This is an optimization exercise on Yosys and OpenROAD, whose aim is small area and a short achievable clock period, not a production implementation.
The RTL was checked by simulation tests, not by an equivalence proof against the original design.
The flow treats the clock pin as an ideal source, which a real chip does not have.

==> flow/design.v (outline; a module is shown in full before it is edited, if it fits) <==
// module ntt_add: 93 lines
// module ntt_sub: 101 lines
// module ntt_dbl: 57 lines
// module ntt_tmul1: 413 lines
// module ntt_red21: 119 lines
// module ntt_tmul4: 221 lines
// module ntt_red1: 61 lines
// module ntt_gmul0: 529 lines
// module ntt_gmul1: 177 lines
// module ntt_gmul2: 119 lines
// module ntt_table: 15 lines
// module FNTT_FINTT_8point: 148 lines
module FNTT_FINTT_8point(
  input        clock,
  input        reset,
  input  [7:0] io_inData_0,
  input  [7:0] io_inData_1,
  input  [7:0] io_inData_2,
  input  [7:0] io_inData_3,
  input  [7:0] io_inData_4,
  input  [7:0] io_inData_5,
  input  [7:0] io_inData_6,
  input  [7:0] io_inData_7,
  input  [7:0] io_omega_0,
  input  [7:0] io_omega_1,
  input  [7:0] io_omega_2,
  input  [7:0] io_omega_3,
  input  [7:0] io_mod,
  input  [7:0] io_invN,
  input        io_mode,
  output [7:0] io_outData_0,
  output [7:0] io_outData_1,
  output [7:0] io_outData_2,
  output [7:0] io_outData_3,
  output [7:0] io_outData_4,
  output [7:0] io_outData_5,
  output [7:0] io_outData_6,
  output [7:0] io_outData_7
);
  // ...
==> flow/flow/run.sh <==
#!/bin/bash
# Layout flow: the standard synthesis; then the inverters that Yosys left
# around full-adder cells are folded into the adders' polarity (flow/invopt.py,
# a full adder is self-dual); then the standard ORFS steps, with buf_2 port
# buffers and buf_16 buffers on the io_mode net (flow/mode_buf.tcl, before CTS).
# Each tool's output goes to its own log file in this folder.
set -euo pipefail
R=orfs/results/${FLOW_PLATFORM}/FNTT_FINTT_8point/base
bash standard.sh synth > synth.log 2>&1
cp "$R/1_2_yosys.v" 1_2_yosys_standard.v
if ! python3 flow/invopt.py 1_2_yosys_standard.v 1_2_yosys_invopt.v > invopt.log 2>&1; then
  cp 1_2_yosys_standard.v 1_2_yosys_invopt.v
fi
cp 1_2_yosys_invopt.v "$R/1_2_yosys.v"
touch "$R/1_2_yosys.v"
bash standard.sh 'BUFFER_PORTS_ARGS=-buffer_cell sky130_fd_sc_hd__buf_2' "PRE_CTS_TCL=$PWD/flow/mode_buf.tcl" finish > layout.log 2>&1
==> flow/flow/invopt.py <==
#!/usr/bin/env python3
"""Remove inverters around full-adder cells by flipping the adders' polarity.

A full adder is self-dual: FA(~a, ~b, ~c) = (~s, ~co).  The script collapses the
inverters of a flat gate-level netlist into (root net, polarity) requirements,
picks for each sky130 fa cell whether it computes on complemented values so that
as few roots as possible are needed in both polarities, and writes the netlist
back with one inverter per root that still needs its complement.
usage: invopt.py in.v out.v
"""
import re, sys, random

src = open(sys.argv[1]).read()
m = re.search(r'\bmodule\s+(\w+)', src)
head_end = src.index(';', m.end()) + 1
body = src[head_end:src.rindex('endmodule')]

inst_re = re.compile(r'(sky130_fd_sc_hd__\w+)\s+(\\?\S+)\s*\((.*?)\);', re.S)
pin_re = re.compile(r'\.(\w+)\(\s*(.*?)\s*\)\s*(?:,|$)', re.S)
decls, insts, assigns = [], [], []
pos = 0
for stmt in re.split(r';', body):
    s = stmt.strip()
    if not s:
        continue
    if s.startswith(('wire', 'input', 'output', 'reg')):
        decls.append(s + ' ;')
    elif s.startswith('assign'):
        assigns.append(s + ' ;')
    else:
        mm = re.match(r'(sky130_fd_sc_hd__\w+)\s+(\\?\S+)\s*\((.*)\)\s*$', s, re.S)
        if not mm:
            raise SystemExit('cannot parse: ' + s[:200])
        pins = dict((p, n.strip()) for p, n in re.findall(r'\.(\w+)\(\s*([^()]*?)\s*\)', mm.group(3)))
        insts.append([mm.group(1), mm.group(2), pins])

OUTPINS = {'X', 'Y', 'Q', 'Q_N', 'SUM', 'COUT', 'HI', 'LO'}
isinv = lambda t: re.match(r'sky130_fd_sc_hd__(inv|clkinv)_\d+$', t) is not None
isfa = lambda t: re.match(r'sky130_fd_sc_hd__fa_\d+$', t) is not None

inv_of = {}          # inverter output net -> input net
for t, n, p in insts:
    if isinv(t):
        inv_of[p['Y']] = p['A']
keep = set()
for a in assigns:
    keep.update(re.findall(r'[\\\w\[\]\.$]+', a.split('=', 1)[1]))
    keep.update(re.findall(r'[\\\w\[\]\.$]+', a.split('=', 1)[0].replace('assign', '')))
ports = set()
for d in decls:
    if d.startswith(('input', 'output')):
        mm = re.match(r'(input|output)\s*(\[(\d+):(\d+)\])?\s*(\S+)\s*;', d)
        nm = mm.group(5)
        if mm.group(2):
            hi, lo = int(mm.group(3)), int(mm.group(4))
            for i in range(min(hi, lo), max(hi, lo) + 1):
                ports.add('%s[%d]' % (nm, i))
        else:
            ports.add(nm)

def root(net):
    pol = 0
    while net in inv_of and net not in ports:
        net = inv_of[net]; pol ^= 1
    return net, pol

# consumers: (root, pol, fa_index or None)
fa_idx = [i for i, (t, n, p) in enumerate(insts) if isfa(t)]
fa_pos = {i: k for k, i in enumerate(fa_idx)}
uses = {}            # root -> list of (pol, fa k or -1)
drv_fa = {}          # root net -> fa k
for i, (t, n, p) in enumerate(insts):
    if isinv(t):
        continue
    for pin, net in p.items():
        if pin in OUTPINS:
            if isfa(t):
                drv_fa[net] = fa_pos[i]
            continue
        r, pol = root(net)
        uses.setdefault(r, []).append((pol, fa_pos[i] if isfa(t) else -1))
# ports and assign reads that are inverter outputs need their polarity too
for net in set(ports) | set(keep):
    r, pol = root(net)
    uses.setdefault(r, []).append((pol, -1))

flip = [0] * len(fa_idx)
fa_roots = [[] for _ in fa_idx]
for r, lst in uses.items():
    for pol, k in lst:
        if k >= 0 and r not in fa_roots[k]:
            fa_roots[k].append(r)
for r, k in drv_fa.items():
    if r not in fa_roots[k]:
        fa_roots[k].append(r)

def cost(r):
    have = flip[drv_fa[r]] if r in drv_fa else 0
    need = set((pol ^ (flip[k] if k >= 0 else 0)) for pol, k in uses.get(r, []))
    return 1 if (1 - have) in need else 0

total = sum(cost(r) for r in uses)
print('inverters before: %d, needed with no flips: %d' % (len(inv_of), total))
random.seed(1)
improved = True
it = 0
while improved and it < 50:
    improved = False; it += 1
    order = list(range(len(fa_idx))); random.shuffle(order)
    for k in order:
        rs = fa_roots[k]
        before = sum(cost(r) for r in rs)
        flip[k] ^= 1
        after = sum(cost(r) for r in rs)
        if after < before:
            improved = True
        elif after == before and random.random() < 0.3:
            pass
        else:
            flip[k] ^= 1
total = sum(cost(r) for r in uses)
print('needed after flips: %d (%d flipped)' % (total, sum(flip)))

# rebuild
comp = {}
newinsts = []
cnt = [0]
def complement(r):
    if r not in comp:
        cnt[0] += 1
        comp[r] = 'ipo_n%d' % cnt[0]
        newinsts.append(('sky130_fd_sc_hd__inv_1', 'ipo_i%d' % cnt[0], {'A': r, 'Y': comp[r]}))
    return comp[r]

def source(r, want):
    """net carrying root r's true value xor want"""
    have = flip[drv_fa[r]] if r in drv_fa else 0
    return r if have == want else complement(r)

def esc(x):
    return x + ' ' if x.startswith('\\') else x

out = []
for i, (t, n, p) in enumerate(insts):
    if isinv(t):
        y = p['Y']
        if y in ports or y in keep:
            r, pol = root(y)
            # drive the kept net from the right polarity with a buffer-free inverter
            have = flip[drv_fa[r]] if r in drv_fa else 0
            if have == pol:
                raise SystemExit('kept inverter output would need a buffer: %s' % y)
            out.append((t, n, {'A': r, 'Y': y}))
        continue
    q = dict(p)
    f = flip[fa_pos[i]] if isfa(t) else 0
    for pin, net in p.items():
        if pin in OUTPINS:
            continue
        r, pol = root(net)
        q[pin] = source(r, pol ^ f)
    out.append((t, n, q))
out += newinsts
used = set()
for t, n, p in out:
    used.update(p.values())
L = [src[:head_end]]
for d in decls:
    L.append('  ' + d)
for nm in sorted(comp.values()):
    L.append('  wire %s;' % nm)
for t, n, p in out:
    L.append('  %s %s (%s);' % (t, esc(n), ', '.join('.%s(%s)' % (a, esc(b)) for a, b in p.items())))
for a in assigns:
    L.append('  ' + a)
L.append('endmodule')
open(sys.argv[2], 'w').write('\n'.join(L) + '\n')
print('inverters after: %d' % sum(1 for t, n, p in out if isinv(t)))
==> flow/flow/mode_buf.tcl <==
# io_mode selects all 64 output multiplexers in the same cycle; drive that net
# from strong buffers: every buffer between the io_mode port and the
# multiplexers becomes a buf_16.
set block [ord::get_db_block]
set nets [list [[$block findBTerm io_mode] getNet]]
set seen {}
while {[llength $nets]} {
  set net [lindex $nets 0]
  set nets [lrange $nets 1 end]
  foreach it [$net getITerms] {
    if {![$it isInputSignal]} continue
    set inst [$it getInst]
    set name [$inst getName]
    set m [[$inst getMaster] getName]
    if {![regexp {^sky130_fd_sc_hd__(clk)?buf_[0-9]+$} $m] || [lsearch $seen $name] >= 0} continue
    lappend seen $name
    if {$m ne "sky130_fd_sc_hd__buf_16"} {
      puts "mode_buf.tcl: $name $m -> sky130_fd_sc_hd__buf_16"
      replace_cell $name sky130_fd_sc_hd__buf_16
    }
    foreach ot [$inst getITerms] {
      if {[$ot isOutputSignal] && [$ot getNet] ne "NULL"} { lappend nets [$ot getNet] }
    }
  }
}
==> flow/standard.sh <==
#!/bin/bash
# synth_recipe.tcl (not shown) runs the flow's synth.tcl, then flattens the netlist and writes it again
# the make line also repeats each setting of config.mk as NAME=value (left out here)
make -C /OpenROAD-flow-scripts/flow DESIGN_CONFIG=/design/flow/config.mk WORK_HOME=/design/flow/orfs CLKGATE_MAP_FILE= SYNTH_SCRIPT=/design/flow/synth_recipe.tcl "${@:-finish}"
==> flow/config.mk <==
export PLATFORM = sky130hd
export DESIGN_NAME = FNTT_FINTT_8point
export DESIGN_NICKNAME = FNTT_FINTT_8point
export VERILOG_FILES = /design/flow/design.v
export SDC_FILE = /design/flow/constraint.sdc
export NUM_CORES = 4
export LEC_CHECK = 0
export CAP_MARGIN = 20
export CORE_MARGIN = 2
export CORE_UTILIZATION = 40
export CTS_BUF_LIST = sky130_fd_sc_hd__clkbuf_8
export CTS_CLUSTER_DIAMETER = 100
export CTS_CLUSTER_SIZE = 16
export SLEW_MARGIN = 20
==> flow/constraint.sdc <==
create_clock -name core_clock -period 36.0 [get_ports {clock}]
set_input_delay 7.2000 -clock core_clock [delete_from_list [all_inputs] [get_ports {clock}]]
set_output_delay 7.2000 -clock core_clock [all_outputs]
set_load 0.01 [all_outputs]
==> summary.txt, run 1 <==
* IO buf count at 177
* Post-CTS setup buffer count at 0
* CTS Buf Count at 74
* Critical hold path startpoint: bb7[9]
* DP Worst Slack at 20.11 ns
* Grt peak-use layer: met2
* Dominant class by area: multi-input gates
* Final hold slack at 0.287 ns
* Global Route met1 Usage at 29.1%
* CP required at 36.69 ns
* Crit path top cell by count: fa_1
* First-pass GRT wire length at 303 mm
* Placed cells at 8,475
* Reg2reg start: ab[58]
* Clk Latency, worst-skew pair at 0.85 ns
* Clk sinks at 954
* Sequential cell area share at 24.9%
* TritonCTS clock tree: yes
* Setup repair after global routing missed its margin: false
* Status: finished clean
* Met3 Use GR at 4.04%
* Minimum clock period at 15.50 ns
* Fin nets at 7,934
* WL/cell at 23.4 um
* TritonRoute pass-1 iters at 9
* Crit. End Element: register
==> module ntt_gmul0, before the edit <==
module ntt_gmul0(input [7:0] a, input [7:0] b, input [7:0] mn, output [12:0] r);
  wire n0;
  wire n1;
  wire n2;
  wire n3;
  wire n4;
  wire n5;
  wire n6;
  wire n7;
  wire n8;
  wire n9;
  wire n10;
  wire n11;
  wire n12;
  wire n13;
  wire n14;
  wire n15;
  wire n16;
  wire n17;
  wire n18;
  wire n19;
  wire n20;
  wire n21;
  wire n22;
  wire n23;
  wire n24;
  wire n25;
  wire n26;
  wire n27;
  wire n28;
  wire n29;
  wire n30;
  wire n31;
  wire n32;
  wire n33;
  wire n34;
  wire n35;
  wire n36;
  wire n37;
  wire n38;
  wire n39;
  wire n40;
  wire n41;
  wire n42;
  wire n43;
  wire n44;
  wire n45;
  wire n46;
  wire n47;
  wire n48;
  wire n49;
  wire n50;
  wire n51;
  wire n52;
  wire n53;
  wire n54;
  wire n55;
  wire n56;
  wire n57;
  wire n58;
  wire n59;
  wire n60;
  wire n61;
  wire n62;
  wire n63;
  wire n64;
  wire n65;
  wire n66;
  wire n67;
  wire n68;
  wire n69;
  wire n70;
  wire n71;
  wire n72;
  wire n73;
  wire n74;
  wire n75;
  wire n76;
  wire n77;
  wire n78;
  wire n79;
  wire n80;
  wire n81;
  wire n82;
  wire n83;
  wire n84;
  wire n85;
  wire n86;
  wire n87;
  wire n88;
  wire n89;
  wire n90;
  wire n91;
  wire n92;
  wire n93;
  wire n94;
  wire n95;
  wire n96;
  wire n97;
  wire n98;
  wire n99;
  wire n100;
  wire n101;
  wire n102;
  wire n103;
  wire n104;
  wire n105;
  wire n106;
  wire n107;
  wire n108;
  wire n109;
  wire n110;
  wire n111;
  wire n112;
  wire n113;
  wire n114;
  wire n115;
  wire n116;
  wire n117;
  wire n118;
  wire n119;
  wire n120;
  wire n121;
  wire n122;
  wire n123;
  wire n124;
  wire n125;
  wire n126;
  wire n127;
  wire n128;
  wire n129;
  wire n130;
  wire n131;
  wire n132;
  wire n133;
  wire n134;
  wire n135;
  wire n136;
  wire n137;
  wire n138;
  wire n139;
  wire n140;
  wire n141;
  wire n142;
  wire n143;
  wire n144;
  wire n145;
  wire n146;
  wire n147;
  wire n148;
  wire n149;
  wire n150;
  wire n151;
  wire n152;
  wire n153;
  wire n154;
  wire n155;
  wire n156;
  wire n157;
  wire n158;
  wire n159;
  wire n160;
  wire n161;
  wire n162;
  wire n163;
  wire n164;
  wire n165;
  wire n166;
  wire n167;
  wire n168;
  wire n169;
  wire n170;
  wire n171;
  wire n172;
  wire n173;
  wire n174;
  wire n175;
  wire n176;
  wire n177;
  wire n178;
  wire n179;
  wire n180;
  wire n181;
  wire n182;
  wire n183;
  wire n184;
  wire n185;
  wire n186;
  wire n187;
  wire n188;
  wire n189;
  wire n190;
  wire n191;
  wire n192;
  wire n193;
  wire n194;
  wire n195;
  wire n196;
  wire n197;
  wire n198;
  wire n199;
  wire n200;
  wire n201;
  wire n202;
  wire n203;
  wire n204;
  wire n205;
  wire n206;
  wire n207;
  wire n208;
  wire n209;
  wire n210;
  wire n211;
  wire n212;
  wire n213;
  wire n214;
  wire n215;
  wire n216;
  wire n217;
  wire n218;
  wire n219;
  wire n220;
  wire n221;
  wire n222;
  wire n223;
  wire n224;
  wire n225;
  wire n226;
  wire n227;
  wire n228;
  wire n229;
  wire n230;
  wire n231;
  wire n232;
  wire n233;
  wire n234;
  wire n235;
  wire n236;
  wire n237;
  wire n238;
  wire n239;
  wire n240;
  wire n241;
  wire n242;
  wire n243;
  wire n244;
  wire n245;
  wire n246;
  wire n247;
  wire n248;
  wire n249;
  wire n250;
  wire n251;
  wire n252;
  wire n253;
  wire n254;
  wire n255;
  wire n256;
  wire n257;
  wire n258;
  wire n259;
  wire n260;
  wire n261;
  wire n262;
  assign n0 = a[0] & b[0];
  assign n1 = a[0] & b[1];
  assign n2 = a[0] & b[2];
  assign n3 = a[0] & b[3];
  assign n4 = a[0] & b[4];
  assign n5 = a[0] & b[5];
  assign n6 = a[0] & b[6];
  assign n7 = a[0] & b[7];
  assign n8 = a[1] & b[0];
  assign n9 = a[1] & b[1];
  assign n10 = a[1] & b[2];
  assign n11 = a[1] & b[3];
  assign n12 = a[1] & b[4];
  assign n13 = a[1] & b[5];
  assign n14 = a[1] & b[6];
  assign n15 = a[1] & b[7];
  assign n16 = a[2] & b[0];
  assign n17 = a[2] & b[1];
  assign n18 = a[2] & b[2];
  assign n19 = a[2] & b[3];
  assign n20 = a[2] & b[4];
  assign n21 = a[2] & b[5];
  assign n22 = a[2] & b[6];
  assign n23 = a[2] & b[7];
  assign n24 = a[3] & b[0];
  assign n25 = a[3] & b[1];
  assign n26 = a[3] & b[2];
  assign n27 = a[3] & b[3];
  assign n28 = a[3] & b[4];
  assign n29 = a[3] & b[5];
  assign n30 = a[3] & b[6];
  assign n31 = a[3] & b[7];
  assign n32 = a[4] & b[0];
  assign n33 = a[4] & b[1];
  assign n34 = a[4] & b[2];
  assign n35 = a[4] & b[3];
  assign n36 = a[4] & b[4];
  assign n37 = a[4] & b[5];
  assign n38 = a[4] & b[6];
  assign n39 = a[4] & b[7];
  assign n40 = a[5] & b[0];
  assign n41 = a[5] & b[1];
  assign n42 = a[5] & b[2];
  assign n43 = a[5] & b[3];
  assign n44 = a[5] & b[4];
  assign n45 = a[5] & b[5];
  assign n46 = a[5] & b[6];
  assign n47 = a[5] & b[7];
  assign n48 = a[6] & b[0];
  assign n49 = a[6] & b[1];
  assign n50 = a[6] & b[2];
  assign n51 = a[6] & b[3];
  assign n52 = a[6] & b[4];
  assign n53 = a[6] & b[5];
  assign n54 = a[6] & b[6];
  assign n55 = a[6] & b[7];
  assign n56 = a[7] & b[0];
  assign n57 = a[7] & b[1];
  assign n58 = a[7] & b[2];
  assign n59 = a[7] & b[3];
  assign n60 = a[7] & b[4];
  assign n61 = a[7] & b[5];
  assign n62 = a[7] & b[6];
  assign n63 = a[7] & b[7];
  assign n64 = n2 ^ n9 ^ n16;
  assign n65 = (n2 & n9) | (n2 & n16) | (n9 & n16);
  assign n66 = n3 ^ n10 ^ n17;
  assign n67 = (n3 & n10) | (n3 & n17) | (n10 & n17);
  assign n68 = n24 ^ n65 ^ n66;
  assign n69 = (n24 & n65) | (n24 & n66) | (n65 & n66);
  assign n70 = n4 ^ n11 ^ n18;
  assign n71 = (n4 & n11) | (n4 & n18) | (n11 & n18);
  assign n72 = n25 ^ n32 ^ n67;
  assign n73 = (n25 & n32) | (n25 & n67) | (n32 & n67);
  assign n74 = n70 ^ n69 ^ n72;
  assign n75 = (n70 & n69) | (n70 & n72) | (n69 & n72);
  assign n76 = n5 ^ n12 ^ n19;
  assign n77 = (n5 & n12) | (n5 & n19) | (n12 & n19);
  assign n78 = n26 ^ n33 ^ n40;
  assign n79 = (n26 & n33) | (n26 & n40) | (n33 & n40);
  assign n80 = n71 ^ n76 ^ n78;
  assign n81 = (n71 & n76) | (n71 & n78) | (n76 & n78);
  assign n82 = n73 ^ n80 ^ n75;
  assign n83 = (n73 & n80) | (n73 & n75) | (n80 & n75);
  assign n84 = n6 ^ n13 ^ n20;
  assign n85 = (n6 & n13) | (n6 & n20) | (n13 & n20);
  assign n86 = n27 ^ n34 ^ n41;
  assign n87 = (n27 & n34) | (n27 & n41) | (n34 & n41);
  assign n88 = n48 ^ n77 ^ n79;
  assign n89 = (n48 & n77) | (n48 & n79) | (n77 & n79);
  assign n90 = n84 ^ n86 ^ n81;
  assign n91 = (n84 & n86) | (n84 & n81) | (n86 & n81);
  assign n92 = n88 ^ n90 ^ n83;
  assign n93 = (n88 & n90) | (n88 & n83) | (n90 & n83);
  assign n94 = n7 ^ n14 ^ n21;
  assign n95 = (n7 & n14) | (n7 & n21) | (n14 & n21);
  assign n96 = n28 ^ n35 ^ n42;
  assign n97 = (n28 & n35) | (n28 & n42) | (n35 & n42);
  assign n98 = n49 ^ n56 ^ n85;
  assign n99 = (n49 & n56) | (n49 & n85) | (n56 & n85);
  assign n100 = n87 ^ n94 ^ n96;
  assign n101 = (n87 & n94) | (n87 & n96) | (n94 & n96);
  assign n102 = n89 ^ n98 ^ n100;
  assign n103 = (n89 & n98) | (n89 & n100) | (n98 & n100);
  assign n104 = n91 ^ n102 ^ n93;
  assign n105 = (n91 & n102) | (n91 & n93) | (n102 & n93);
  assign n106 = n15 ^ n22 ^ n29;
  assign n107 = (n15 & n22) | (n15 & n29) | (n22 & n29);
  assign n108 = n36 ^ n43 ^ n50;
  assign n109 = (n36 & n43) | (n36 & n50) | (n43 & n50);
  assign n110 = n57 ^ n95 ^ n97;
  assign n111 = (n57 & n95) | (n57 & n97) | (n95 & n97);
  assign n112 = n106 ^ n108 ^ n99;
  assign n113 = (n106 & n108) | (n106 & n99) | (n108 & n99);
  assign n114 = n101 ^ n110 ^ n103;
  assign n115 = (n101 & n110) | (n101 & n103) | (n110 & n103);
  assign n116 = n112 ^ n114 ^ n105;
  assign n117 = (n112 & n114) | (n112 & n105) | (n114 & n105);
  assign n118 = n23 ^ n30 ^ n37;
  assign n119 = (n23 & n30) | (n23 & n37) | (n30 & n37);
  assign n120 = n44 ^ n51 ^ n58;
  assign n121 = (n44 & n51) | (n44 & n58) | (n51 & n58);
  assign n122 = n107 ^ n109 ^ n118;
  assign n123 = (n107 & n109) | (n107 & n118) | (n109 & n118);
  assign n124 = n120 ^ n111 ^ n122;
  assign n125 = (n120 & n111) | (n120 & n122) | (n111 & n122);
  assign n126 = n113 ^ n124 ^ n115;
  assign n127 = (n113 & n124) | (n113 & n115) | (n124 & n115);
  assign n128 = n31 ^ n38 ^ n45;
  assign n129 = (n31 & n38) | (n31 & n45) | (n38 & n45);
  assign n130 = n52 ^ n59 ^ n119;
  assign n131 = (n52 & n59) | (n52 & n119) | (n59 & n119);
  assign n132 = n121 ^ n128 ^ n123;
  assign n133 = (n121 & n128) | (n121 & n123) | (n128 & n123);
  assign n134 = n130 ^ n125 ^ n132;
  assign n135 = (n130 & n125) | (n130 & n132) | (n125 & n132);
  assign n136 = n39 ^ n46 ^ n53;
  assign n137 = (n39 & n46) | (n39 & n53) | (n46 & n53);
  assign n138 = n60 ^ n129 ^ n136;
  assign n139 = (n60 & n129) | (n60 & n136) | (n129 & n136);
  assign n140 = n131 ^ n138 ^ n133;
  assign n141 = (n131 & n138) | (n131 & n133) | (n138 & n133);
  assign n142 = n47 ^ n54 ^ n61;
  assign n143 = (n47 & n54) | (n47 & n61) | (n54 & n61);
  assign n144 = n137 ^ n142 ^ n139;
  assign n145 = (n137 & n142) | (n137 & n139) | (n142 & n139);
  assign n146 = n55 ^ n62 ^ n143;
  assign n147 = (n55 & n62) | (n55 & n143) | (n62 & n143);
  assign n148 = n1 ^ n8;
  assign n149 = n1 & n8;
  assign n150 = n64 ^ n149;
  assign n151 = n64 & n149;
  assign n152 = n68 ^ n151;
  assign n153 = n68 & n151;
  assign n154 = n74 ^ n153;
  assign n155 = n74 & n153;
  assign n156 = n82 ^ n155;
  assign n157 = n82 & n155;
  assign n158 = n92 ^ n157;
  assign n159 = n92 & n157;
  assign n160 = n104 ^ n159;
  assign n161 = n104 & n159;
  assign n162 = n116 ^ n161;
  assign n163 = n116 & n161;
  assign n164 = n117 ^ n126 ^ n163;
  assign n165 = (n117 & n126) | (n117 & n163) | (n126 & n163);
  assign n166 = n127 ^ n134 ^ n165;
  assign n167 = (n127 & n134) | (n127 & n165) | (n134 & n165);
  assign n168 = n135 ^ n140 ^ n167;
  assign n169 = (n135 & n140) | (n135 & n167) | (n140 & n167);
  assign n170 = n141 ^ n144 ^ n169;
  assign n171 = (n141 & n144) | (n141 & n169) | (n144 & n169);
  assign n172 = n145 ^ n146 ^ n171;
  assign n173 = (n145 & n146) | (n145 & n171) | (n146 & n171);
  assign n174 = n63 ^ n147 ^ n173;
  assign n175 = (n63 & n147) | (n63 & n173) | (n147 & n173);
  assign n176 = n160 ^ mn[0];
  assign n177 = ~n176;
  assign n178 = n160 | mn[0];
  assign n179 = n162 ^ mn[1] ^ n178;
  assign n180 = (n162 & mn[1]) | (n162 & n178) | (mn[1] & n178);
  assign n181 = n164 ^ mn[2] ^ n180;
  assign n182 = (n164 & mn[2]) | (n164 & n180) | (mn[2] & n180);
  assign n183 = n166 ^ mn[3] ^ n182;
  assign n184 = (n166 & mn[3]) | (n166 & n182) | (mn[3] & n182);
  assign n185 = n168 ^ mn[4] ^ n184;
  assign n186 = (n168 & mn[4]) | (n168 & n184) | (mn[4] & n184);
  assign n187 = n170 ^ mn[5] ^ n186;
  assign n188 = (n170 & mn[5]) | (n170 & n186) | (mn[5] & n186);
  assign n189 = n172 ^ mn[6] ^ n188;
  assign n190 = (n172 & mn[6]) | (n172 & n188) | (mn[6] & n188);
  assign n191 = n174 ^ mn[7] ^ n190;
  assign n192 = (n174 & mn[7]) | (n174 & n190) | (mn[7] & n190);
  assign n193 = n175 ^ n192;
  assign n194 = ~n193;
  assign n195 = n175 | n192;
  assign n196 = n195 ? n177 : n160;
  assign n197 = n195 ? n179 : n162;
  assign n198 = n195 ? n181 : n164;
  assign n199 = n195 ? n183 : n166;
  assign n200 = n195 ? n185 : n168;
  assign n201 = n195 ? n187 : n170;
  assign n202 = n195 ? n189 : n172;
  assign n203 = n195 ? n191 : n174;
  assign n204 = n195 ? n194 : n175;
  assign n205 = n158 ^ mn[0];
  assign n206 = ~n205;
  assign n207 = n158 | mn[0];
  assign n208 = n196 ^ mn[1] ^ n207;
  assign n209 = (n196 & mn[1]) | (n196 & n207) | (mn[1] & n207);
  assign n210 = n197 ^ mn[2] ^ n209;
  assign n211 = (n197 & mn[2]) | (n197 & n209) | (mn[2] & n209);
  assign n212 = n198 ^ mn[3] ^ n211;
  assign n213 = (n198 & mn[3]) | (n198 & n211) | (mn[3] & n211);
  assign n214 = n199 ^ mn[4] ^ n213;
  assign n215 = (n199 & mn[4]) | (n199 & n213) | (mn[4] & n213);
  assign n216 = n200 ^ mn[5] ^ n215;
  assign n217 = (n200 & mn[5]) | (n200 & n215) | (mn[5] & n215);
  assign n218 = n201 ^ mn[6] ^ n217;
  assign n219 = (n201 & mn[6]) | (n201 & n217) | (mn[6] & n217);
  assign n220 = n202 ^ mn[7] ^ n219;
  assign n221 = (n202 & mn[7]) | (n202 & n219) | (mn[7] & n219);
  assign n222 = n203 ^ n221;
  assign n223 = ~n222;
  assign n224 = n203 | n221;
  assign n225 = n224 ? n206 : n158;
  assign n226 = n224 ? n208 : n196;
  assign n227 = n224 ? n210 : n197;
  assign n228 = n224 ? n212 : n198;
  assign n229 = n224 ? n214 : n199;
  assign n230 = n224 ? n216 : n200;
  assign n231 = n224 ? n218 : n201;
  assign n232 = n224 ? n220 : n202;
  assign n233 = n224 ? n223 : n203;
  assign n234 = n156 ^ mn[0];
  assign n235 = ~n234;
  assign n236 = n156 | mn[0];
  assign n237 = n225 ^ mn[1] ^ n236;
  assign n238 = (n225 & mn[1]) | (n225 & n236) | (mn[1] & n236);
  assign n239 = n226 ^ mn[2] ^ n238;
  assign n240 = (n226 & mn[2]) | (n226 & n238) | (mn[2] & n238);
  assign n241 = n227 ^ mn[3] ^ n240;
  assign n242 = (n227 & mn[3]) | (n227 & n240) | (mn[3] & n240);
  assign n243 = n228 ^ mn[4] ^ n242;
  assign n244 = (n228 & mn[4]) | (n228 & n242) | (mn[4] & n242);
  assign n245 = n229 ^ mn[5] ^ n244;
  assign n246 = (n229 & mn[5]) | (n229 & n244) | (mn[5] & n244);
  assign n247 = n230 ^ mn[6] ^ n246;
  assign n248 = (n230 & mn[6]) | (n230 & n246) | (mn[6] & n246);
  assign n249 = n231 ^ mn[7] ^ n248;
  assign n250 = (n231 & mn[7]) | (n231 & n248) | (mn[7] & n248);
  assign n251 = n232 ^ n250;
  assign n252 = ~n251;
  assign n253 = n232 | n250;
  assign n254 = n253 ? n235 : n156;
  assign n255 = n253 ? n237 : n225;
  assign n256 = n253 ? n239 : n226;
  assign n257 = n253 ? n241 : n227;
  assign n258 = n253 ? n243 : n228;
  assign n259 = n253 ? n245 : n229;
  assign n260 = n253 ? n247 : n230;
  assign n261 = n253 ? n249 : n231;
  assign n262 = n253 ? n252 : n232;
  assign r = {n261, n260, n259, n258, n257, n256, n255, n254, n154, n152, n150, n148, n0};
endmodule
==> module ntt_gmul1, before the edit <==
module ntt_gmul1(input [12:0] v, input [7:0] mn, output [9:0] r);
  wire n0;
  wire n1;
  wire n2;
  wire n3;
  wire n4;
  wire n5;
  wire n6;
  wire n7;
  wire n8;
  wire n9;
  wire n10;
  wire n11;
  wire n12;
  wire n13;
  wire n14;
  wire n15;
  wire n16;
  wire n17;
  wire n18;
  wire n19;
  wire n20;
  wire n21;
  wire n22;
  wire n23;
  wire n24;
  wire n25;
  wire n26;
  wire n27;
  wire n28;
  wire n29;
  wire n30;
  wire n31;
  wire n32;
  wire n33;
  wire n34;
  wire n35;
  wire n36;
  wire n37;
  wire n38;
  wire n39;
  wire n40;
  wire n41;
  wire n42;
  wire n43;
  wire n44;
  wire n45;
  wire n46;
  wire n47;
  wire n48;
  wire n49;
  wire n50;
  wire n51;
  wire n52;
  wire n53;
  wire n54;
  wire n55;
  wire n56;
  wire n57;
  wire n58;
  wire n59;
  wire n60;
  wire n61;
  wire n62;
  wire n63;
  wire n64;
  wire n65;
  wire n66;
  wire n67;
  wire n68;
  wire n69;
  wire n70;
  wire n71;
  wire n72;
  wire n73;
  wire n74;
  wire n75;
  wire n76;
  wire n77;
  wire n78;
  wire n79;
  wire n80;
  wire n81;
  wire n82;
  wire n83;
  wire n84;
  wire n85;
  wire n86;
  assign n0 = v[4] ^ mn[0];
  assign n1 = ~n0;
  assign n2 = v[4] | mn[0];
  assign n3 = v[5] ^ mn[1] ^ n2;
  assign n4 = (v[5] & mn[1]) | (v[5] & n2) | (mn[1] & n2);
  assign n5 = v[6] ^ mn[2] ^ n4;
  assign n6 = (v[6] & mn[2]) | (v[6] & n4) | (mn[2] & n4);
  assign n7 = v[7] ^ mn[3] ^ n6;
  assign n8 = (v[7] & mn[3]) | (v[7] & n6) | (mn[3] & n6);
  assign n9 = v[8] ^ mn[4] ^ n8;
  assign n10 = (v[8] & mn[4]) | (v[8] & n8) | (mn[4] & n8);
  assign n11 = v[9] ^ mn[5] ^ n10;
  assign n12 = (v[9] & mn[5]) | (v[9] & n10) | (mn[5] & n10);
  assign n13 = v[10] ^ mn[6] ^ n12;
  assign n14 = (v[10] & mn[6]) | (v[10] & n12) | (mn[6] & n12);
  assign n15 = v[11] ^ mn[7] ^ n14;
  assign n16 = (v[11] & mn[7]) | (v[11] & n14) | (mn[7] & n14);
  assign n17 = v[12] ^ n16;
  assign n18 = ~n17;
  assign n19 = v[12] | n16;
  assign n20 = n19 ? n1 : v[4];
  assign n21 = n19 ? n3 : v[5];
  assign n22 = n19 ? n5 : v[6];
  assign n23 = n19 ? n7 : v[7];
  assign n24 = n19 ? n9 : v[8];
  assign n25 = n19 ? n11 : v[9];
  assign n26 = n19 ? n13 : v[10];
  assign n27 = n19 ? n15 : v[11];
  assign n28 = n19 ? n18 : v[12];
  assign n29 = v[3] ^ mn[0];
  assign n30 = ~n29;
  assign n31 = v[3] | mn[0];
  assign n32 = n20 ^ mn[1] ^ n31;
  assign n33 = (n20 & mn[1]) | (n20 & n31) | (mn[1] & n31);
  assign n34 = n21 ^ mn[2] ^ n33;
  assign n35 = (n21 & mn[2]) | (n21 & n33) | (mn[2] & n33);
  assign n36 = n22 ^ mn[3] ^ n35;
  assign n37 = (n22 & mn[3]) | (n22 & n35) | (mn[3] & n35);
  assign n38 = n23 ^ mn[4] ^ n37;
  assign n39 = (n23 & mn[4]) | (n23 & n37) | (mn[4] & n37);
  assign n40 = n24 ^ mn[5] ^ n39;
  assign n41 = (n24 & mn[5]) | (n24 & n39) | (mn[5] & n39);
  assign n42 = n25 ^ mn[6] ^ n41;
  assign n43 = (n25 & mn[6]) | (n25 & n41) | (mn[6] & n41);
  assign n44 = n26 ^ mn[7] ^ n43;
  assign n45 = (n26 & mn[7]) | (n26 & n43) | (mn[7] & n43);
  assign n46 = n27 ^ n45;
  assign n47 = ~n46;
  assign n48 = n27 | n45;
  assign n49 = n48 ? n30 : v[3];
  assign n50 = n48 ? n32 : n20;
  assign n51 = n48 ? n34 : n21;
  assign n52 = n48 ? n36 : n22;
  assign n53 = n48 ? n38 : n23;
  assign n54 = n48 ? n40 : n24;
  assign n55 = n48 ? n42 : n25;
  assign n56 = n48 ? n44 : n26;
  assign n57 = n48 ? n47 : n27;
  assign n58 = v[2] ^ mn[0];
  assign n59 = ~n58;
  assign n60 = v[2] | mn[0];
  assign n61 = n49 ^ mn[1] ^ n60;
  assign n62 = (n49 & mn[1]) | (n49 & n60) | (mn[1] & n60);
  assign n63 = n50 ^ mn[2] ^ n62;
  assign n64 = (n50 & mn[2]) | (n50 & n62) | (mn[2] & n62);
  assign n65 = n51 ^ mn[3] ^ n64;
  assign n66 = (n51 & mn[3]) | (n51 & n64) | (mn[3] & n64);
  assign n67 = n52 ^ mn[4] ^ n66;
  assign n68 = (n52 & mn[4]) | (n52 & n66) | (mn[4] & n66);
  assign n69 = n53 ^ mn[5] ^ n68;
  assign n70 = (n53 & mn[5]) | (n53 & n68) | (mn[5] & n68);
  assign n71 = n54 ^ mn[6] ^ n70;
  assign n72 = (n54 & mn[6]) | (n54 & n70) | (mn[6] & n70);
  assign n73 = n55 ^ mn[7] ^ n72;
  assign n74 = (n55 & mn[7]) | (n55 & n72) | (mn[7] & n72);
  assign n75 = n56 ^ n74;
  assign n76 = ~n75;
  assign n77 = n56 | n74;
  assign n78 = n77 ? n59 : v[2];
  assign n79 = n77 ? n61 : n49;
  assign n80 = n77 ? n63 : n50;
  assign n81 = n77 ? n65 : n51;
  assign n82 = n77 ? n67 : n52;
  assign n83 = n77 ? n69 : n53;
  assign n84 = n77 ? n71 : n54;
  assign n85 = n77 ? n73 : n55;
  assign n86 = n77 ? n76 : n56;
  assign r = {n85, n84, n83, n82, n81, n80, n79, n78, v[1], v[0]};
endmodule
==> module ntt_gmul2, before the edit <==
module ntt_gmul2(input [9:0] v, input [7:0] mn, output [7:0] r);
  wire n0;
  wire n1;
  wire n2;
  wire n3;
  wire n4;
  wire n5;
  wire n6;
  wire n7;
  wire n8;
  wire n9;
  wire n10;
  wire n11;
  wire n12;
  wire n13;
  wire n14;
  wire n15;
  wire n16;
  wire n17;
  wire n18;
  wire n19;
  wire n20;
  wire n21;
  wire n22;
  wire n23;
  wire n24;
  wire n25;
  wire n26;
  wire n27;
  wire n28;
  wire n29;
  wire n30;
  wire n31;
  wire n32;
  wire n33;
  wire n34;
  wire n35;
  wire n36;
  wire n37;
  wire n38;
  wire n39;
  wire n40;
  wire n41;
  wire n42;
  wire n43;
  wire n44;
  wire n45;
  wire n46;
  wire n47;
  wire n48;
  wire n49;
  wire n50;
  wire n51;
  wire n52;
  wire n53;
  wire n54;
  wire n55;
  wire n56;
  wire n57;
  assign n0 = v[1] ^ mn[0];
  assign n1 = ~n0;
  assign n2 = v[1] | mn[0];
  assign n3 = v[2] ^ mn[1] ^ n2;
  assign n4 = (v[2] & mn[1]) | (v[2] & n2) | (mn[1] & n2);
  assign n5 = v[3] ^ mn[2] ^ n4;
  assign n6 = (v[3] & mn[2]) | (v[3] & n4) | (mn[2] & n4);
  assign n7 = v[4] ^ mn[3] ^ n6;
  assign n8 = (v[4] & mn[3]) | (v[4] & n6) | (mn[3] & n6);
  assign n9 = v[5] ^ mn[4] ^ n8;
  assign n10 = (v[5] & mn[4]) | (v[5] & n8) | (mn[4] & n8);
  assign n11 = v[6] ^ mn[5] ^ n10;
  assign n12 = (v[6] & mn[5]) | (v[6] & n10) | (mn[5] & n10);
  assign n13 = v[7] ^ mn[6] ^ n12;
  assign n14 = (v[7] & mn[6]) | (v[7] & n12) | (mn[6] & n12);
  assign n15 = v[8] ^ mn[7] ^ n14;
  assign n16 = (v[8] & mn[7]) | (v[8] & n14) | (mn[7] & n14);
  assign n17 = v[9] ^ n16;
  assign n18 = ~n17;
  assign n19 = v[9] | n16;
  assign n20 = n19 ? n1 : v[1];
  assign n21 = n19 ? n3 : v[2];
  assign n22 = n19 ? n5 : v[3];
  assign n23 = n19 ? n7 : v[4];
  assign n24 = n19 ? n9 : v[5];
  assign n25 = n19 ? n11 : v[6];
  assign n26 = n19 ? n13 : v[7];
  assign n27 = n19 ? n15 : v[8];
  assign n28 = n19 ? n18 : v[9];
  assign n29 = v[0] ^ mn[0];
  assign n30 = ~n29;
  assign n31 = v[0] | mn[0];
  assign n32 = n20 ^ mn[1] ^ n31;
  assign n33 = (n20 & mn[1]) | (n20 & n31) | (mn[1] & n31);
  assign n34 = n21 ^ mn[2] ^ n33;
  assign n35 = (n21 & mn[2]) | (n21 & n33) | (mn[2] & n33);
  assign n36 = n22 ^ mn[3] ^ n35;
  assign n37 = (n22 & mn[3]) | (n22 & n35) | (mn[3] & n35);
  assign n38 = n23 ^ mn[4] ^ n37;
  assign n39 = (n23 & mn[4]) | (n23 & n37) | (mn[4] & n37);
  assign n40 = n24 ^ mn[5] ^ n39;
  assign n41 = (n24 & mn[5]) | (n24 & n39) | (mn[5] & n39);
  assign n42 = n25 ^ mn[6] ^ n41;
  assign n43 = (n25 & mn[6]) | (n25 & n41) | (mn[6] & n41);
  assign n44 = n26 ^ mn[7] ^ n43;
  assign n45 = (n26 & mn[7]) | (n26 & n43) | (mn[7] & n43);
  assign n46 = n27 ^ n45;
  assign n47 = ~n46;
  assign n48 = n27 | n45;
  assign n49 = n48 ? n30 : v[0];
  assign n50 = n48 ? n32 : n20;
  assign n51 = n48 ? n34 : n21;
  assign n52 = n48 ? n36 : n22;
  assign n53 = n48 ? n38 : n23;
  assign n54 = n48 ? n40 : n24;
  assign n55 = n48 ? n42 : n25;
  assign n56 = n48 ? n44 : n26;
  assign n57 = n48 ? n47 : n27;
  assign r = {n56, n55, n54, n53, n52, n51, n50, n49};
endmodule
==> run 2, diff against run 1 <==
--- a/flow/design.v
+++ b/flow/design.v
@@ -1065,3 +1065,3 @@
 endmodule
-module ntt_gmul0(input [7:0] a, input [7:0] b, input [7:0] mn, output [12:0] r);
+module ntt_gmul0(input [7:0] a, input [7:0] b, input [7:0] mn, output [13:0] r);
   wire n0;
@@ -1300,31 +1300,2 @@
   wire n233;
-  wire n234;
-  wire n235;
-  wire n236;
-  wire n237;
-  wire n238;
-  wire n239;
-  wire n240;
-  wire n241;
-  wire n242;
-  wire n243;
-  wire n244;
-  wire n245;
-  wire n246;
-  wire n247;
-  wire n248;
-  wire n249;
-  wire n250;
-  wire n251;
-  wire n252;
-  wire n253;
-  wire n254;
-  wire n255;
-  wire n256;
-  wire n257;
-  wire n258;
-  wire n259;
-  wire n260;
-  wire n261;
-  wire n262;
   assign n0 = a[0] & b[0];
@@ -1563,34 +1534,5 @@
   assign n233 = n224 ? n223 : n203;
-  assign n234 = n156 ^ mn[0];
-  assign n235 = ~n234;
-  assign n236 = n156 | mn[0];
-  assign n237 = n225 ^ mn[1] ^ n236;
-  assign n238 = (n225 & mn[1]) | (n225 & n236) | (mn[1] & n236);
-  assign n239 = n226 ^ mn[2] ^ n238;
-  assign n240 = (n226 & mn[2]) | (n226 & n238) | (mn[2] & n238);
-  assign n241 = n227 ^ mn[3] ^ n240;
-  assign n242 = (n227 & mn[3]) | (n227 & n240) | (mn[3] & n240);
-  assign n243 = n228 ^ mn[4] ^ n242;
-  assign n244 = (n228 & mn[4]) | (n228 & n242) | (mn[4] & n242);
-  assign n245 = n229 ^ mn[5] ^ n244;
-  assign n246 = (n229 & mn[5]) | (n229 & n244) | (mn[5] & n244);
-  assign n247 = n230 ^ mn[6] ^ n246;
-  assign n248 = (n230 & mn[6]) | (n230 & n246) | (mn[6] & n246);
-  assign n249 = n231 ^ mn[7] ^ n248;
-  assign n250 = (n231 & mn[7]) | (n231 & n248) | (mn[7] & n248);
-  assign n251 = n232 ^ n250;
-  assign n252 = ~n251;
-  assign n253 = n232 | n250;
-  assign n254 = n253 ? n235 : n156;
-  assign n255 = n253 ? n237 : n225;
-  assign n256 = n253 ? n239 : n226;
-  assign n257 = n253 ? n241 : n227;
-  assign n258 = n253 ? n243 : n228;
-  assign n259 = n253 ? n245 : n229;
-  assign n260 = n253 ? n247 : n230;
-  assign n261 = n253 ? n249 : n231;
-  assign n262 = n253 ? n252 : n232;
-  assign r = {n261, n260, n259, n258, n257, n256, n255, n254, n154, n152, n150, n148, n0};
+  assign r = {n232, n231, n230, n229, n228, n227, n226, n225, n156, n154, n152, n150, n148, n0};
 endmodule
-module ntt_gmul1(input [12:0] v, input [7:0] mn, output [9:0] r);
+module ntt_gmul1(input [13:0] v, input [7:0] mn, output [10:0] r);
   wire n0;
@@ -1682,34 +1624,34 @@
   wire n86;
-  assign n0 = v[4] ^ mn[0];
+  assign n0 = v[5] ^ mn[0];
   assign n1 = ~n0;
-  assign n2 = v[4] | mn[0];
-  assign n3 = v[5] ^ mn[1] ^ n2;
-  assign n4 = (v[5] & mn[1]) | (v[5] & n2) | (mn[1] & n2);
-  assign n5 = v[6] ^ mn[2] ^ n4;
-  assign n6 = (v[6] & mn[2]) | (v[6] & n4) | (mn[2] & n4);
-  assign n7 = v[7] ^ mn[3] ^ n6;
-  assign n8 = (v[7] & mn[3]) | (v[7] & n6) | (mn[3] & n6);
-  assign n9 = v[8] ^ mn[4] ^ n8;
-  assign n10 = (v[8] & mn[4]) | (v[8] & n8) | (mn[4] & n8);
-  assign n11 = v[9] ^ mn[5] ^ n10;
-  assign n12 = (v[9] & mn[5]) | (v[9] & n10) | (mn[5] & n10);
-  assign n13 = v[10] ^ mn[6] ^ n12;
-  assign n14 = (v[10] & mn[6]) | (v[10] & n12) | (mn[6] & n12);
-  assign n15 = v[11] ^ mn[7] ^ n14;
-  assign n16 = (v[11] & mn[7]) | (v[11] & n14) | (mn[7] & n14);
-  assign n17 = v[12] ^ n16;
+  assign n2 = v[5] | mn[0];
+  assign n3 = v[6] ^ mn[1] ^ n2;
+  assign n4 = (v[6] & mn[1]) | (v[6] & n2) | (mn[1] & n2);
+  assign n5 = v[7] ^ mn[2] ^ n4;
+  assign n6 = (v[7] & mn[2]) | (v[7] & n4) | (mn[2] & n4);
+  assign n7 = v[8] ^ mn[3] ^ n6;
+  assign n8 = (v[8] & mn[3]) | (v[8] & n6) | (mn[3] & n6);
+  assign n9 = v[9] ^ mn[4] ^ n8;
+  assign n10 = (v[9] & mn[4]) | (v[9] & n8) | (mn[4] & n8);
+  assign n11 = v[10] ^ mn[5] ^ n10;
+  assign n12 = (v[10] & mn[5]) | (v[10] & n10) | (mn[5] & n10);
+  assign n13 = v[11] ^ mn[6] ^ n12;
+  assign n14 = (v[11] & mn[6]) | (v[11] & n12) | (mn[6] & n12);
+  assign n15 = v[12] ^ mn[7] ^ n14;
+  assign n16 = (v[12] & mn[7]) | (v[12] & n14) | (mn[7] & n14);
+  assign n17 = v[13] ^ n16;
   assign n18 = ~n17;
-  assign n19 = v[12] | n16;
-  assign n20 = n19 ? n1 : v[4];
-  assign n21 = n19 ? n3 : v[5];
-  assign n22 = n19 ? n5 : v[6];
-  assign n23 = n19 ? n7 : v[7];
-  assign n24 = n19 ? n9 : v[8];
-  assign n25 = n19 ? n11 : v[9];
-  assign n26 = n19 ? n13 : v[10];
-  assign n27 = n19 ? n15 : v[11];
-  assign n28 = n19 ? n18 : v[12];
-  assign n29 = v[3] ^ mn[0];
+  assign n19 = v[13] | n16;
+  assign n20 = n19 ? n1 : v[5];
+  assign n21 = n19 ? n3 : v[6];
+  assign n22 = n19 ? n5 : v[7];
+  assign n23 = n19 ? n7 : v[8];
+  assign n24 = n19 ? n9 : v[9];
+  assign n25 = n19 ? n11 : v[10];
+  assign n26 = n19 ? n13 : v[11];
+  assign n27 = n19 ? n15 : v[12];
+  assign n28 = n19 ? n18 : v[13];
+  assign n29 = v[4] ^ mn[0];
   assign n30 = ~n29;
-  assign n31 = v[3] | mn[0];
+  assign n31 = v[4] | mn[0];
   assign n32 = n20 ^ mn[1] ^ n31;
@@ -1731,3 +1673,3 @@
   assign n48 = n27 | n45;
-  assign n49 = n48 ? n30 : v[3];
+  assign n49 = n48 ? n30 : v[4];
   assign n50 = n48 ? n32 : n20;
@@ -1740,5 +1682,5 @@
   assign n57 = n48 ? n47 : n27;
-  assign n58 = v[2] ^ mn[0];
+  assign n58 = v[3] ^ mn[0];
   assign n59 = ~n58;
-  assign n60 = v[2] | mn[0];
+  assign n60 = v[3] | mn[0];
   assign n61 = n49 ^ mn[1] ^ n60;
@@ -1760,3 +1702,3 @@
   assign n77 = n56 | n74;
-  assign n78 = n77 ? n59 : v[2];
+  assign n78 = n77 ? n59 : v[3];
   assign n79 = n77 ? n61 : n49;
@@ -1769,5 +1711,5 @@
   assign n86 = n77 ? n76 : n56;
-  assign r = {n85, n84, n83, n82, n81, n80, n79, n78, v[1], v[0]};
+  assign r = {n85, n84, n83, n82, n81, n80, n79, n78, v[2], v[1], v[0]};
 endmodule
-module ntt_gmul2(input [9:0] v, input [7:0] mn, output [7:0] r);
+module ntt_gmul2(input [10:0] v, input [7:0] mn, output [7:0] r);
   wire n0;
@@ -1830,34 +1772,63 @@
   wire n57;
-  assign n0 = v[1] ^ mn[0];
+  wire n58;
+  wire n59;
+  wire n60;
+  wire n61;
+  wire n62;
+  wire n63;
+  wire n64;
+  wire n65;
+  wire n66;
+  wire n67;
+  wire n68;
+  wire n69;
+  wire n70;
+  wire n71;
+  wire n72;
+  wire n73;
+  wire n74;
+  wire n75;
+  wire n76;
+  wire n77;
+  wire n78;
+  wire n79;
+  wire n80;
+  wire n81;
+  wire n82;
+  wire n83;
+  wire n84;
+  wire n85;
+  wire n86;
+  assign n0 = v[2] ^ mn[0];
   assign n1 = ~n0;
-  assign n2 = v[1] | mn[0];
-  assign n3 = v[2] ^ mn[1] ^ n2;
-  assign n4 = (v[2] & mn[1]) | (v[2] & n2) | (mn[1] & n2);
-  assign n5 = v[3] ^ mn[2] ^ n4;
-  assign n6 = (v[3] & mn[2]) | (v[3] & n4) | (mn[2] & n4);
-  assign n7 = v[4] ^ mn[3] ^ n6;
-  assign n8 = (v[4] & mn[3]) | (v[4] & n6) | (mn[3] & n6);
-  assign n9 = v[5] ^ mn[4] ^ n8;
-  assign n10 = (v[5] & mn[4]) | (v[5] & n8) | (mn[4] & n8);
-  assign n11 = v[6] ^ mn[5] ^ n10;
-  assign n12 = (v[6] & mn[5]) | (v[6] & n10) | (mn[5] & n10);
-  assign n13 = v[7] ^ mn[6] ^ n12;
-  assign n14 = (v[7] & mn[6]) | (v[7] & n12) | (mn[6] & n12);
-  assign n15 = v[8] ^ mn[7] ^ n14;
-  assign n16 = (v[8] & mn[7]) | (v[8] & n14) | (mn[7] & n14);
-  assign n17 = v[9] ^ n16;
+  assign n2 = v[2] | mn[0];
+  assign n3 = v[3] ^ mn[1] ^ n2;
+  assign n4 = (v[3] & mn[1]) | (v[3] & n2) | (mn[1] & n2);
+  assign n5 = v[4] ^ mn[2] ^ n4;
+  assign n6 = (v[4] & mn[2]) | (v[4] & n4) | (mn[2] & n4);
+  assign n7 = v[5] ^ mn[3] ^ n6;
+  assign n8 = (v[5] & mn[3]) | (v[5] & n6) | (mn[3] & n6);
+  assign n9 = v[6] ^ mn[4] ^ n8;
+  assign n10 = (v[6] & mn[4]) | (v[6] & n8) | (mn[4] & n8);
+  assign n11 = v[7] ^ mn[5] ^ n10;
+  assign n12 = (v[7] & mn[5]) | (v[7] & n10) | (mn[5] & n10);
+  assign n13 = v[8] ^ mn[6] ^ n12;
+  assign n14 = (v[8] & mn[6]) | (v[8] & n12) | (mn[6] & n12);
+  assign n15 = v[9] ^ mn[7] ^ n14;
+  assign n16 = (v[9] & mn[7]) | (v[9] & n14) | (mn[7] & n14);
+  assign n17 = v[10] ^ n16;
   assign n18 = ~n17;
-  assign n19 = v[9] | n16;
-  assign n20 = n19 ? n1 : v[1];
-  assign n21 = n19 ? n3 : v[2];
-  assign n22 = n19 ? n5 : v[3];
-  assign n23 = n19 ? n7 : v[4];
-  assign n24 = n19 ? n9 : v[5];
-  assign n25 = n19 ? n11 : v[6];
-  assign n26 = n19 ? n13 : v[7];
-  assign n27 = n19 ? n15 : v[8];
-  assign n28 = n19 ? n18 : v[9];
-  assign n29 = v[0] ^ mn[0];
+  assign n19 = v[10] | n16;
+  assign n20 = n19 ? n1 : v[2];
+  assign n21 = n19 ? n3 : v[3];
+  assign n22 = n19 ? n5 : v[4];
+  assign n23 = n19 ? n7 : v[5];
+  assign n24 = n19 ? n9 : v[6];
+  assign n25 = n19 ? n11 : v[7];
+  assign n26 = n19 ? n13 : v[8];
+  assign n27 = n19 ? n15 : v[9];
+  assign n28 = n19 ? n18 : v[10];
+  assign n29 = v[1] ^ mn[0];
   assign n30 = ~n29;
-  assign n31 = v[0] | mn[0];
+  assign n31 = v[1] | mn[0];
   assign n32 = n20 ^ mn[1] ^ n31;
@@ -1879,3 +1850,3 @@
   assign n48 = n27 | n45;
-  assign n49 = n48 ? n30 : v[0];
+  assign n49 = n48 ? n30 : v[1];
   assign n50 = n48 ? n32 : n20;
@@ -1888,3 +1859,32 @@
   assign n57 = n48 ? n47 : n27;
-  assign r = {n56, n55, n54, n53, n52, n51, n50, n49};
+  assign n58 = v[0] ^ mn[0];
+  assign n59 = ~n58;
+  assign n60 = v[0] | mn[0];
+  assign n61 = n49 ^ mn[1] ^ n60;
+  assign n62 = (n49 & mn[1]) | (n49 & n60) | (mn[1] & n60);
+  assign n63 = n50 ^ mn[2] ^ n62;
+  assign n64 = (n50 & mn[2]) | (n50 & n62) | (mn[2] & n62);
+  assign n65 = n51 ^ mn[3] ^ n64;
+  assign n66 = (n51 & mn[3]) | (n51 & n64) | (mn[3] & n64);
+  assign n67 = n52 ^ mn[4] ^ n66;
+  assign n68 = (n52 & mn[4]) | (n52 & n66) | (mn[4] & n66);
+  assign n69 = n53 ^ mn[5] ^ n68;
+  assign n70 = (n53 & mn[5]) | (n53 & n68) | (mn[5] & n68);
+  assign n71 = n54 ^ mn[6] ^ n70;
+  assign n72 = (n54 & mn[6]) | (n54 & n70) | (mn[6] & n70);
+  assign n73 = n55 ^ mn[7] ^ n72;
+  assign n74 = (n55 & mn[7]) | (n55 & n72) | (mn[7] & n72);
+  assign n75 = n56 ^ n74;
+  assign n76 = ~n75;
+  assign n77 = n56 | n74;
+  assign n78 = n77 ? n59 : v[0];
+  assign n79 = n77 ? n61 : n49;
+  assign n80 = n77 ? n63 : n50;
+  assign n81 = n77 ? n65 : n51;
+  assign n82 = n77 ? n67 : n52;
+  assign n83 = n77 ? n69 : n53;
+  assign n84 = n77 ? n71 : n54;
+  assign n85 = n77 ? n73 : n55;
+  assign n86 = n77 ? n76 : n56;
+  assign r = {n85, n84, n83, n82, n81, n80, n79, n78};
 endmodule
@@ -2004,7 +2004,7 @@
   ntt_red21 rf2(.v(fp2), .mn(mn), .r(g2));
-  wire [12:0] h1a, h3a;
-  wire [9:0]  h1b, h3b;
+  wire [13:0] h1a, h3a;
+  wire [10:0] h1b, h3b;
   wire [7:0]  h1c, h3c;
-  reg  [12:0] k1a, k3a;
-  reg  [9:0]  k1b, k3b;
+  reg  [13:0] k1a, k3a;
+  reg  [10:0] k1b, k3b;
   reg  [7:0]  g1, g3;
--- a/flow/flow/run.sh
+++ b/flow/flow/run.sh
@@ -4,3 +4,3 @@
 # a full adder is self-dual); then the standard ORFS steps, with buf_2 port
-# buffers and buf_16 buffers on the io_mode net (flow/mode_buf.tcl, before CTS).
+# buffers and a buf_16 on the io_mode port (flow/mode_buf.tcl, before CTS).
 # Each tool's output goes to its own log file in this folder.
==> flow/flow/mode_buf.tcl (replaced) <==
# io_mode selects all 64 output multiplexers in the same cycle; drive that net
# from a strong port buffer instead of the small one buffer_ports put there.
set block [ord::get_db_block]
set net [[$block findBTerm io_mode] getNet]
foreach it [$net getITerms] {
  set inst [$it getInst]
  if {[string match sky130_fd_sc_hd__buf_* [[$inst getMaster] getName]]} {
    puts "mode_buf.tcl: [$inst getName] -> sky130_fd_sc_hd__buf_16"
    replace_cell [$inst getName] sky130_fd_sc_hd__buf_16
  }
}
--- a/flow/config.mk
+++ b/flow/config.mk
@@ -10,5 +10,4 @@
 export CORE_UTILIZATION = 40
-export CTS_BUF_LIST = sky130_fd_sc_hd__clkbuf_8
-export CTS_CLUSTER_DIAMETER = 100
-export CTS_CLUSTER_SIZE = 16
+export CTS_CLUSTER_DIAMETER = 120
+export CTS_CLUSTER_SIZE = 20
 export SLEW_MARGIN = 20
==> run 2 against run 1 <==
- still clean
- worst hold slack better by 0.022 ns
- maximum frequency decreased by 2.8%
- critical path depth shrank 39
- final cell count grew 3.6%
==> summary.txt, run 2 <==
* Die extent in x at 432 um
* CP Capture Point: io_outData_6[2]
* Non-filler cells, final at 8,887
* Post-DP HPWL at 155 mm
* Layout area overhead at 6.88%
* Hold Path Class: register to register
* TritonCTS clock tree: yes
* IO buf count at 177 (unchanged)
* Biggest register: sr
* Most frequent cells in the layout: fa_1, dfxtp_1, inv_1
* Commonest non-fill, non-tap cell in the layout: fa_1
* Clk slew on worst S/H paths at 0.09 ns
* DP Worst Slack at 20.03 ns (-0.0734 ns)
* CP arrival at 8.74 ns
* Max reg flops at 72
* CP startpoint kind: input port
* Final cycle utilization of the critical path at 44.3%
* Post-DP Area at 76,500 um2
* Post-CTS setup buffer count at 0 (unchanged)
* Layout cell share with drive strength beyond 1 at 11.3%
* Placed cells at 8,802 (+3.9%)
* Hold Vio Cnt, Final at 0
* Status: finished clean
* Die area at 186,000 um2
* Count of boundary I/O pins at 179
* Reg2reg start: m[1]
* Cells on worst reg2reg path at 42
* Core area at 181,000 um2
* GPL Wtd Cong at 0.935
* Via count at 46,400
* Hold Buf Count CTS at 0
* CTS Buf Count at 58 (-22%)
* Clk Latency, worst-skew pair at 0.73 ns (-0.12 ns)
* Initial antenna violation count at 9
* Antenna-violating nets left at 0
* Final Max Tran Viols at 0
* Crit. End Element: output port
* Gr ovfl total at 0
* Crit path kind: input port to output port
* Setup repair after global routing missed its margin: false
* Fmax at 62.7 MHz
* Clk sinks at 958 (+0.42%)
* Initial DRC count at 3,543
* Crit path max fanout at 64
* Relative slew slack at 28.7%
* Number of global-route vias before repair at 49,300
* Largest net degree at the start of global routing at 66
* WL/cell at 23.1 um (-1.2%)
* Fin Setup TNS at 0 ns
* DRC violations left at 0
* Minimum clock period at 15.94 ns (+0.443 ns)
* Fin nets at 8,237 (+3.8%)
* Max Cap Viol at 0
* Worst slew pin tran at 1.04 ns
* Worst setup margin at 20.06 ns
* Synth Warn # at 2
* PostCTS Resize Cnt at 0
* Final WL at 206 mm
* Filler cell count in the final layout at 17,000
* Row count at 156
* R2r setup slk at 23.01 ns
* Clock Skews at 0.0375 ns
* CP startpoint: io_mode
* First-pass GRT wire length at 311 mm (+2.4%)
* Die Y at 432 um
* Final setup fails at 0
* Total GRT Usage at 22.5%
* Synthesized area at 73,200 um2
* Syn Nets at 8,183
* Critical hold path startpoint: d4[1]
* Synth Instances at 6,439
* Vias/cell at 5.22
* Final instance area at 78,200 um2
* Syn_area_per_cell at 11.4 um2
* Initial Util at 40.3%
* CP required at 28.80 ns (-7.89 ns)
* TritonRoute pass-1 iters at 8 (-1)
* Worst reg2reg path endpoint: ab[40]
run 2: how the worst min path moves through the flow:
stage	endpoint	depth (start not counted)
finish	qe0a[1]	0
global route	bb8[13]	0
CTS	qe0a[1]	0
detailed placement	aa7[1]	0
global placement	d4[50]	0
floorplan	aa7[0]	0
run 2: critical path: stages:
cell,delay [ns]
buf_16,0.07
buf_4,0.68
mux2_2,0.54
buf_2,0.18
run 2: per-layer routing:
layer	share of wire [%]	GRT usage, %	vias up
li1	-	-	20500
met1	41	29.7	23900
met2	48	37.3	1519
met3	6.3	3.41	411
met4	4.5	8.83	4
met5	0.012	0	-
run 2: stage by stage:
stage	utilization (%)	hold WS, ns
after CTS	43.1	0.319
after global routing	43.1	0.323
after global placement	42.2	0.310
final	43.1	0.308
after detailed placement	42.2	0.312
after floorplan	-	0.310
run 2: layout make-up:
class                   count  area (um2)  share of cell area [%]
diodes                      6        15.0                  0.0192
repair buffers            222        1270                    1.63
flip-flops and latches    958       19200                    24.6
clock buffers              64        1500                    1.91
inverters                 848        3210                    4.11
clock inverters            14         186                   0.238
multi-input cells        4405       49800                    63.7
well taps                2370        2970                    3.79

port drivers added, routing unchanged:
In the flow no input, the clock included, has a driving cell. The finished layouts below were timed again as built, in two steps.
Step 1 assumes that a clkbuf_16 drives the clock port and a buf_2 every other input.
Step 2 also shifts input and output timing later by t, the mid clock arrival at the registers, as if the neighbouring blocks saw the same clock.
Slacks: ideal ports / drivers / drivers and shift; pairs: ideal ports / drivers.
| run | t (ns) | setup slack, ns | pins driven straight from the clock port |
|---|---|---|---|
| run 1 | 0.887 | 20.504 / 20.439 / 20.439 | 1 |
| run 2 | 0.793 | 20.062 / 19.974 / 19.974 | 1 |
After both steps every run listed still meets setup and hold. For run 2, which loses most, drivers alone change the setup slack by -0.088 ns; drivers and shift together by -0.088 ns.
